This design comes from an exercise in tuning for small area on the open sky130 flow, not from production work. The RTL was checked by simulation tests, not by an equivalence proof against the original design.

==> harbor: inputs <==
## complex_multiplier
module complex_multiplier #(parameter INPUT_DATA_WIDTH = 16)
    (
        input  wire                                    i_clk,
        input  wire                                    i_rst,
        input  wire signed [INPUT_DATA_WIDTH-1:0]      i_real_h,
        input  wire signed [INPUT_DATA_WIDTH-1:0]      i_imag_h,
        input  wire signed [INPUT_DATA_WIDTH-1:0]      i_real_y,
        input  wire signed [INPUT_DATA_WIDTH-1:0]      i_imag_y,
        output wire signed [INPUT_DATA_WIDTH*2:0]      o_real,
        output reg  signed [INPUT_DATA_WIDTH*2:0]      o_imag
    );
    wire [15:0] cg = i_real_y;
    wire [15:0] dg = i_imag_y;
    wire s_1, c_2;
    cm_ha us_1 (.a(i_real_h[0]), .b(i_imag_h[0]), .s(s_1), .co(c_2));
    wire s_3, c_4;
    cm_fa us_3 (.a(i_real_h[1]), .b(i_imag_h[1]), .ci(c_2), .s(s_3), .co(c_4));
    wire s_5, c_6;
    cm_fa us_5 (.a(i_real_h[2]), .b(i_imag_h[2]), .ci(c_4), .s(s_5), .co(c_6));
    wire s_7, c_8;
    cm_fa us_7 (.a(i_real_h[3]), .b(i_imag_h[3]), .ci(c_6), .s(s_7), .co(c_8));
    wire s_9, c_10;
    cm_fa us_9 (.a(i_real_h[4]), .b(i_imag_h[4]), .ci(c_8), .s(s_9), .co(c_10));
    wire s_11, c_12;
    cm_fa us_11 (.a(i_real_h[5]), .b(i_imag_h[5]), .ci(c_10), .s(s_11), .co(c_12));
    wire s_13, c_14;
    cm_fa us_13 (.a(i_real_h[6]), .b(i_imag_h[6]), .ci(c_12), .s(s_13), .co(c_14));
    wire s_15, c_16;
    cm_fa us_15 (.a(i_real_h[7]), .b(i_imag_h[7]), .ci(c_14), .s(s_15), .co(c_16));
    wire s_17, c_18;
    cm_fa us_17 (.a(i_real_h[8]), .b(i_imag_h[8]), .ci(c_16), .s(s_17), .co(c_18));
    wire s_19, c_20;
    cm_fa us_19 (.a(i_real_h[9]), .b(i_imag_h[9]), .ci(c_18), .s(s_19), .co(c_20));
    wire s_21, c_22;
    cm_fa us_21 (.a(i_real_h[10]), .b(i_imag_h[10]), .ci(c_20), .s(s_21), .co(c_22));
    wire s_23, c_24;
    cm_fa us_23 (.a(i_real_h[11]), .b(i_imag_h[11]), .ci(c_22), .s(s_23), .co(c_24));
    wire s_25, c_26;
    cm_fa us_25 (.a(i_real_h[12]), .b(i_imag_h[12]), .ci(c_24), .s(s_25), .co(c_26));
    wire s_27, c_28;
    cm_fa us_27 (.a(i_real_h[13]), .b(i_imag_h[13]), .ci(c_26), .s(s_27), .co(c_28));
    wire s_29, c_30;
    cm_fa us_29 (.a(i_real_h[14]), .b(i_imag_h[14]), .ci(c_28), .s(s_29), .co(c_30));
    wire s_31, c_32;
    cm_fa us_31 (.a(i_real_h[15]), .b(i_imag_h[15]), .ci(c_30), .s(s_31), .co(c_32));
  ...
==> flow/config.mk <==
export PLATFORM = sky130hd
export DESIGN_NAME = complex_multiplier
export DESIGN_NICKNAME = complex_multiplier
export VERILOG_FILES = /design/flow/design.v
export SDC_FILE = /design/flow/constraint.sdc
export NUM_CORES = 4
export LEC_CHECK = 0
export ABC_AREA = 1
export CAP_MARGIN = 20
export CORE_MARGIN = 2
export CORE_UTILIZATION = 40
export CTS_BUF_LIST = sky130_fd_sc_hd__clkbuf_8
export SLEW_MARGIN = 20
export SYNTH_HIERARCHICAL = 1
export SYNTH_MINIMUM_KEEP_SIZE = 0
export BUFFER_PORTS_ARGS = -buffer_cell sky130_fd_sc_hd__buf_1
export CTS_ARGS = -sink_clustering_enable -repair_clock_nets -buf_list sky130_fd_sc_hd__clkbuf_8 -dont_use_dummy_load
export GPL_KEEP_OVERFLOW = 0
==> flow/constraint.sdc <==
create_clock -name core_clock -period 10.0 [get_ports {i_clk}]
set_input_delay 2.0000 -clock core_clock [delete_from_list [all_inputs] [get_ports {i_clk}]]
set_output_delay 2.0000 -clock core_clock [all_outputs]
set_load 0.01 [all_outputs]
standard.sh (not shown) runs the stock make flow with config.mk's settings and CLKGATE_MAP_FILE= SYNTH_SCRIPT=/design/flow/synth_recipe.tcl, a recipe that flattens the netlist after the stock synthesis.
==> flow/flow/run.sh <==
#!/bin/bash
# Layout flow: the standard flow (standard.sh), except that
#  - the port buffers use the smallest buffer cell, sky130_fd_sc_hd__buf_1;
#  - clock tree synthesis uses clkbuf_8 buffers and inserts no dummy loads;
#  - timing-driven global placement does not keep the buffers and resizing
#    of its internal timing repair (repair_timing after CTS and global
#    routing still fixes any real violation).
set -euo pipefail
echo 'export BUFFER_PORTS_ARGS = -buffer_cell sky130_fd_sc_hd__buf_1' >> config.mk
echo 'export CTS_ARGS = -sink_clustering_enable -repair_clock_nets -buf_list sky130_fd_sc_hd__clkbuf_8 -dont_use_dummy_load' >> config.mk
echo 'export GPL_KEEP_OVERFLOW = 0' >> config.mk
bash standard.sh > standard.log 2>&1
==> indigo (differences from harbor) <==
==> flow/flow/run.sh (replaced) <==
#!/bin/bash
# Layout flow: the standard flow (standard.sh), except that
#  - the port buffers use the smallest buffer cell, sky130_fd_sc_hd__buf_1;
#  - clock tree synthesis uses clkbuf_8 buffers and inserts no dummy loads.
set -euo pipefail
echo 'export BUFFER_PORTS_ARGS = -buffer_cell sky130_fd_sc_hd__buf_1' >> config.mk
echo 'export CTS_ARGS = -sink_clustering_enable -repair_clock_nets -buf_list sky130_fd_sc_hd__clkbuf_8 -dont_use_dummy_load' >> config.mk
bash standard.sh > standard.log 2>&1
- CORE_UTILIZATION: 40 -> 60
- GPL_KEEP_OVERFLOW: 0 -> unset
==> juniper (differences from harbor) <==
==> flow/flow/run.sh (replaced) <==
#!/bin/bash
# Layout flow: the standard flow (standard.sh), except that
#  - the port buffers use the smallest buffer cell, sky130_fd_sc_hd__buf_1;
#  - clock tree synthesis uses clkbuf_8 buffers and inserts no dummy loads.
set -euo pipefail
echo 'export BUFFER_PORTS_ARGS = -buffer_cell sky130_fd_sc_hd__buf_1' >> config.mk
echo 'export CTS_ARGS = -sink_clustering_enable -repair_clock_nets -buf_list sky130_fd_sc_hd__clkbuf_8 -dont_use_dummy_load' >> config.mk
bash standard.sh > standard.log 2>&1
- GPL_KEEP_OVERFLOW: 0 -> unset
==> notes <==
- Against juniper, the cell count of indigo is smaller by about 8%.
- Sequential share of layout area: harbor is higher than juniper (0.26 points).
- juniper passed the timing, design-rule and antenna checks. harbor ran to the end with no violations. indigo finished with timing, DRC and antenna clean.
- Fmax: juniper is larger than indigo (1.3%).
- Setup slack, highest first: juniper, indigo, harbor.
- In area after synthesis, harbor and indigo do not differ.
==> figures <==
quantity	juniper	harbor	indigo
Number of global-route vias before repair	18,000	17,700	17,900
Worst-case clock skew	42.0 ps	31.5 ps	33.4 ps
Vias per cell	5.68	5.72	6.19
Met2 routed wirelength	32.6 mm	32.1 mm	30.1 mm
Critical-path cell with the highest stage delay	o21ai_2	dfxtp_2	fa_1
Non-Filler Cell Area, Final	24,300 sq um	24,000 sq um	24,000 sq um
Status	complete, no violations	complete, no violations	complete, no violations
Flop2flop setup slack	870 ps	480 ps	750 ps
Reg area	3300 sq um	3320 sq um	3300 sq um
Crit share post-route	91.3%	95.2%	92.5%
Overall die width	244 um	244 um	200 um
Clock latency on the worst-skew pair	590 ps	580 ps	590 ps
Worst R2R Start	b[3]$_DFF_P_	a[3]$_DFF_P_	c[1]$_DFF_P_
Wire length of the first global-routing pass	108 mm	105 mm	104 mm

-- separate check: timing with driven ports --
How much do the figures lean on ideal ports? The routed layouts below were timed once more, with nothing changed but the port constraints. Step 1: set_driving_cell puts a clkbuf_16 on i_clk and a buf_2 on each other input, an assumption about the parent block. Step 2 moves the port delays by t, midway between the first and last clock arrival at a register: inputs arrive t later, outputs are due t later. That takes back most of the time a late clock gives input paths. Three values: ideal ports, drivers, drivers and shift; two values: the first two.
run	t (ns)	slack for setup (ns)	worst slew at a driven data input, ns
harbor	0.623	0.481 / 0.481 / 0.481	0.05
indigo	0.632	0.752 / 0.752 / 0.752	0.04
juniper	0.623	0.867 / 0.867 / 0.867	0.05
After both steps every run listed still meets setup and hold.
